This is an optimization exercise on Yosys and OpenROAD, whose aim is small area, not a production implementation. RTL that was checked went through simulation tests only; none was proved equivalent to the original. Power figures rest on the tool's default switching activity, not on a simulated workload.

==> run a: inputs <==
==> flow/design.v <==
`timescale 1ns / 1ps
module ddr_ctrl_top(
    input  wire         ui_clk,
    input  wire         rst,
    input  wire         wr_start,
    input  wire [255:0] wr_ddr_data,
    output wire         data_req,
    output wire         wr_done,
    input  wire         rd_start,
    output wire         rd_data_vld,
    output wire [255:0] rd_ddr_data,
    output wire         rd_done,
    output wire         ddr_busy,
    input  wire         app_rdy,
    output wire [2:0]   app_cmd,
    output wire         app_en,
    output wire [28:0]  app_addr,
    input  wire         app_wdf_rdy,
    output wire [255:0] app_wdf_data,
    output wire         app_wdf_wren,
    output wire         app_wdf_end,
    output wire [31:0]  app_wdf_mask,
    input  wire [255:0] app_rd_data,
    input  wire         app_rd_data_vld,
    input  wire         app_rd_data_end
);
reg         wx, wren, wen, wdone;
reg         rp, rr, rdone;
reg  [5:0]  wcnt;
reg  [16:0] waddr;
reg  [16:0] raddr;
reg         vld;
reg [255:0] rdata;
wire w_idle  = ~wx & ~wren & ~wen;
wire w_wait  =  wx & ~wren & ~wen;
wire w_first = ~wx &  wren & ~wen;
wire w_cmd   = ~wx &  wen;           
wire r_idle  = ~rp & ~rr;
wire r_wait  =  rp & ~rr;
wire r_cmd   = ~rp &  rr;            
wire arbit   = ~(wren | wen | wdone | rr | rdone);
wire w_inc   = w_cmd & app_rdy;
wire r_inc   = r_cmd & app_rdy;
wire beat    = wren & app_wdf_rdy;
reg  [17:0] wt, rt;
reg  [6:0]  ct;
reg  [16:0] waddr_n, raddr_n;
reg  [5:0]  wcnt_n;
integer i;
always @* begin
    wt[0] = w_inc;
    rt[0] = r_inc;
    ct[0] = beat;
    for (i = 0; i < 17; i = i + 1) begin
        wt[i+1] = wt[i] & waddr[i];
        rt[i+1] = rt[i] & raddr[i];
    end
    for (i = 0; i < 6; i = i + 1) ct[i+1] = ct[i] & wcnt[i];
    waddr_n = waddr ^ wt[16:0];
    raddr_n = raddr ^ rt[16:0];
    waddr_n[15] = waddr[15] ^ (wt[15] & ~waddr[16]);
    raddr_n[15] = raddr[15] ^ (rt[15] & ~raddr[16]);
    waddr_n[16] = waddr[16] ? ~wt[15] : wt[16];
    raddr_n[16] = raddr[16] ? ~rt[15] : rt[16];
    wcnt_n = wcnt ^ ct[5:0];
end
wire end_cmd = wt[6];
wire end_dat = ct[6];
wire end_rd  = rt[6];
wire wr_end  = (end_cmd | (wx & wren)) & (end_dat | ~wren);
always @(posedge ui_clk) begin
    if (rst) begin
        wx    <= 1'b0;
        wren  <= 1'b0;
        wen   <= 1'b0;
        wdone <= 1'b0;
        rp    <= 1'b0;
        rr    <= 1'b0;
        rdone <= 1'b0;
        wcnt  <= 6'd0;
        waddr <= 17'd0;
        raddr <= 17'd0;
        vld   <= 1'b0;
    end
    else begin
        wx    <= (w_idle & wr_start) | w_wait | (wren & ~end_dat & (wx | end_cmd));
        wren  <= (wx & wen & ~wren) | (wren & ~end_dat);
        wen   <= (w_wait & arbit) | w_first | (w_cmd & ~end_cmd);
        wdone <= wr_end;
        rp    <= ~rr & (rp | rd_start);
        rr    <= (r_wait & arbit & ~w_wait) | (rp & rr) | (r_cmd & ~end_rd);
        rdone <= end_rd;
        wcnt  <= wcnt_n;
        waddr <= waddr_n;
        raddr <= raddr_n;
        vld   <= app_rd_data_vld;
    end
end
always @(posedge ui_clk) rdata <= app_rd_data;
assign data_req     = beat;
assign wr_done      = wdone;
assign rd_done      = rdone;
assign rd_data_vld  = vld;
assign rd_ddr_data  = rdata;
assign ddr_busy     = wren | w_cmd | r_cmd;
assign app_en       = w_cmd | r_cmd;
assign app_cmd      = {2'b00, rr};
assign app_addr     = {9'd0, ({17{wen}} & waddr) | ({17{rr}} & raddr), 3'd0};
assign app_wdf_data = wr_ddr_data;
assign app_wdf_wren = wren;
assign app_wdf_end  = wren;
assign app_wdf_mask = 32'd0;
endmodule  
==> flow/flow/run.sh <==
#!/bin/bash
# Standard ORFS layout, with the port buffers made from the smallest buffer
# cell (sky130_fd_sc_hd__buf_1) instead of the one buffer_ports picks itself,
# and a clock tree of fewer, larger sink clusters without dummy loads.
set -euo pipefail
export BUFFER_PORTS_ARGS="-buffer_cell sky130_fd_sc_hd__buf_1"
export CTS_ARGS="-sink_clustering_enable -repair_clock_nets -dont_use_dummy_load -buf_list sky130_fd_sc_hd__clkbuf_4 -tree_buf sky130_fd_sc_hd__clkbuf_8 -sink_clustering_size 11 -sink_clustering_max_diameter 60"
bash standard.sh > standard_flow.log 2>&1
==> flow/standard.sh <==
#!/bin/bash
# synth_recipe.tcl (not shown) runs the flow's synth.tcl, then flattens the netlist and writes it again
# the make line also repeats each setting of config.mk as NAME=value (left out here)
make -C /OpenROAD-flow-scripts/flow DESIGN_CONFIG=/design/flow/config.mk WORK_HOME=/design/flow/orfs CLKGATE_MAP_FILE= SYNTH_SCRIPT=/design/flow/synth_recipe.tcl "${@:-finish}"
==> flow/config.mk <==
export PLATFORM = sky130hd
export DESIGN_NAME = ddr_ctrl_top
export DESIGN_NICKNAME = ddr_ctrl_top
export VERILOG_FILES = /design/flow/design.v
export SDC_FILE = /design/flow/constraint.sdc
export NUM_CORES = 4
export LEC_CHECK = 0
export CAP_MARGIN = 20
export CORE_AREA = 130 130 250 250
export DIE_AREA = 0 0 380 380
export SLEW_MARGIN = 20
==> flow/constraint.sdc <==
create_clock -name core_clock -period 10.0 [get_ports {ui_clk}]
set_input_delay 2.0000 -clock core_clock [delete_from_list [all_inputs] [get_ports {ui_clk}]]
set_output_delay 2.0000 -clock core_clock [all_outputs]
set_load 0.01 [all_outputs]
==> run b: changes against run a <==
==> flow/design.v, changed modules only <==
module ddr_ctrl_top(
    input  wire         ui_clk,
    input  wire         rst,
    input  wire         wr_start,
    input  wire [255:0] wr_ddr_data,
    output wire         data_req,
    output wire         wr_done,
    input  wire         rd_start,
    output wire         rd_data_vld,
    output wire [255:0] rd_ddr_data,
    output wire         rd_done,
    output wire         ddr_busy,
    input  wire         app_rdy,
    output wire [2:0]   app_cmd,
    output wire         app_en,
    output wire [28:0]  app_addr,
    input  wire         app_wdf_rdy,
    output wire [255:0] app_wdf_data,
    output wire         app_wdf_wren,
    output wire         app_wdf_end,
    output wire [31:0]  app_wdf_mask,
    input  wire [255:0] app_rd_data,
    input  wire         app_rd_data_vld,
    input  wire         app_rd_data_end
);
reg         wx, wren, wen, wdone;
reg         rp, rr, rdone;
reg  [5:0]  wcnt;
reg  [16:0] waddr;
reg  [16:0] raddr;
reg         vld;
reg [255:0] rdata;
wire w_idle  = ~wx & ~wren & ~wen;
wire w_wait  =  wx & ~wren & ~wen;
wire w_first = ~wx &  wren & ~wen;
wire w_cmd   = ~wx &  wen;           
wire r_idle  = ~rp & ~rr;
wire r_wait  =  rp & ~rr;
wire r_cmd   = ~rp &  rr;            
wire arbit   = ~(wren | wen | wdone | rr | rdone);
wire w_inc   = w_cmd & app_rdy;
wire r_inc   = r_cmd & app_rdy;
wire beat    = wren & app_wdf_rdy;
wire end_cmd = w_inc & (&waddr[5:0]);
wire end_dat = beat & (&wcnt);
wire end_rd  = r_inc & (&raddr[5:0]);
wire wr_end  = (end_cmd | (wx & wren)) & (end_dat | ~wren);
function [16:0] step;
    input [16:0] q;
    input        inc;
    reg   [16:0] t;
    integer      i;
    begin
        t[0] = inc;
        for (i = 1; i < 17; i = i + 1) t[i] = t[i-1] & q[i-1];
        step = q ^ t;
        step[15] = q[15] ^ (t[15] & ~q[16]);
        step[16] = q[16] ? ~(t[15]) : t[16];
    end
endfunction
always @(posedge ui_clk) begin
    if (rst) begin
        wx    <= 1'b0;
        wren  <= 1'b0;
        wen   <= 1'b0;
        wdone <= 1'b0;
        rp    <= 1'b0;
        rr    <= 1'b0;
        rdone <= 1'b0;
        wcnt  <= 6'd0;
        waddr <= 17'd0;
        raddr <= 17'd0;
        vld   <= 1'b0;
    end
    else begin
        wx    <= (w_idle & wr_start) | w_wait | (wren & ~end_dat & (wx | end_cmd));
        wren  <= (wx & wen & ~wren) | (wren & ~end_dat);
        wen   <= (w_wait & arbit) | w_first | (w_cmd & ~end_cmd);
        wdone <= wr_end;
        rp    <= ~rr & (rp | rd_start);
        rr    <= (r_wait & arbit & ~w_wait) | (rp & rr) | (r_cmd & ~end_rd);
        rdone <= end_rd;
        wcnt  <= wcnt + {5'd0, beat};
        waddr <= step(waddr, w_inc);
        raddr <= step(raddr, r_inc);
        vld   <= app_rd_data_vld;
    end
end
always @(posedge ui_clk) rdata <= app_rd_data;
assign data_req     = beat;
assign wr_done      = wdone;
assign rd_done      = rdone;
assign rd_data_vld  = vld;
assign rd_ddr_data  = rdata;
assign ddr_busy     = wren | w_cmd | r_cmd;
assign app_en       = w_cmd | r_cmd;
assign app_cmd      = {2'b00, rr};
assign app_addr     = {9'd0, ({17{wen}} & waddr) | ({17{rr}} & raddr), 3'd0};
assign app_wdf_data = wr_ddr_data;
assign app_wdf_wren = wren;
assign app_wdf_end  = wren;
assign app_wdf_mask = 32'd0;
endmodule  
==> flow/flow/run.sh (replaced) <==
#!/bin/bash
# Standard ORFS layout, with the port buffers made from the smallest buffer
# cell (sky130_fd_sc_hd__buf_1) instead of the one buffer_ports picks itself,
# and a clock tree of fewer, larger sink clusters without dummy loads.
set -euo pipefail
export BUFFER_PORTS_ARGS="-buffer_cell sky130_fd_sc_hd__buf_1"
export CTS_ARGS="-sink_clustering_enable -repair_clock_nets -dont_use_dummy_load -buf_list sky130_fd_sc_hd__clkbuf_8 -sink_clustering_size 20 -sink_clustering_max_diameter 80"
bash standard.sh > standard_flow.log 2>&1
CORE_AREA = 4 4 376 376   (was 130 130 250 250)
==> summary.txt <==
                                                                       run a                      run b
Met3 track demand over resource                                       0.3104                     0.1259
Sequential cell area fraction in the yosys report                     0.6414                     0.6383
Clock power share                                                      0.235                      0.343
Detail Route met2 WL                                                88900 um                   31980 um
Wire length after detailed routing                                 178200 um                   71650 um
Placed Instances                                                        1202                       2831
Sw Pwr                                                           0.0005864 W                0.0006271 W
Post-layout min period                                               4954 ps                    4947 ps
Met2 global-route usage                                               0.3618                     0.1489
Multi-input gate area                                               1221 um2                   1275 um2
Switching part of the total                                           0.2858                     0.2783
Total inserted antenna cells                                              54                         48
Result of the run                                             finished clean             finished clean
H-tree depth reported by CTS                                               1                          2
CTS root buffer                                    sky130_fd_sc_hd__clkbuf_4  sky130_fd_sc_hd__clkbuf_8
The RTL of run b was laid out without a check of its function.

==> re-timing with driven ports <==
No port has a modelled driver above. Below, the same layouts with a new extraction and two added sets of constraints.
Step 1, drivers: a clkbuf_16 drives ui_clk and a buf_2 each remaining input, both assumed.
Step 2 also shifts input and output timing later by t, the mid clock arrival at the registers, as if the neighbouring blocks saw the same clock.
Slacks: ideal / step 1 / step 2; pairs: ideal / step 1.
run	t, ns	setup slack, ns	slew at the worst register clock pin (ns)
run a	0.698	5.046 / 5.039 / 4.341	0.11 / 0.11
run b	0.686	5.053 / 5.070 / 4.384	0.12 / 0.12
After both steps setup and hold are still met in every run listed. For run a, which loses most, drivers alone change the setup slack by -0.007 ns; drivers and shift together by -0.705 ns.
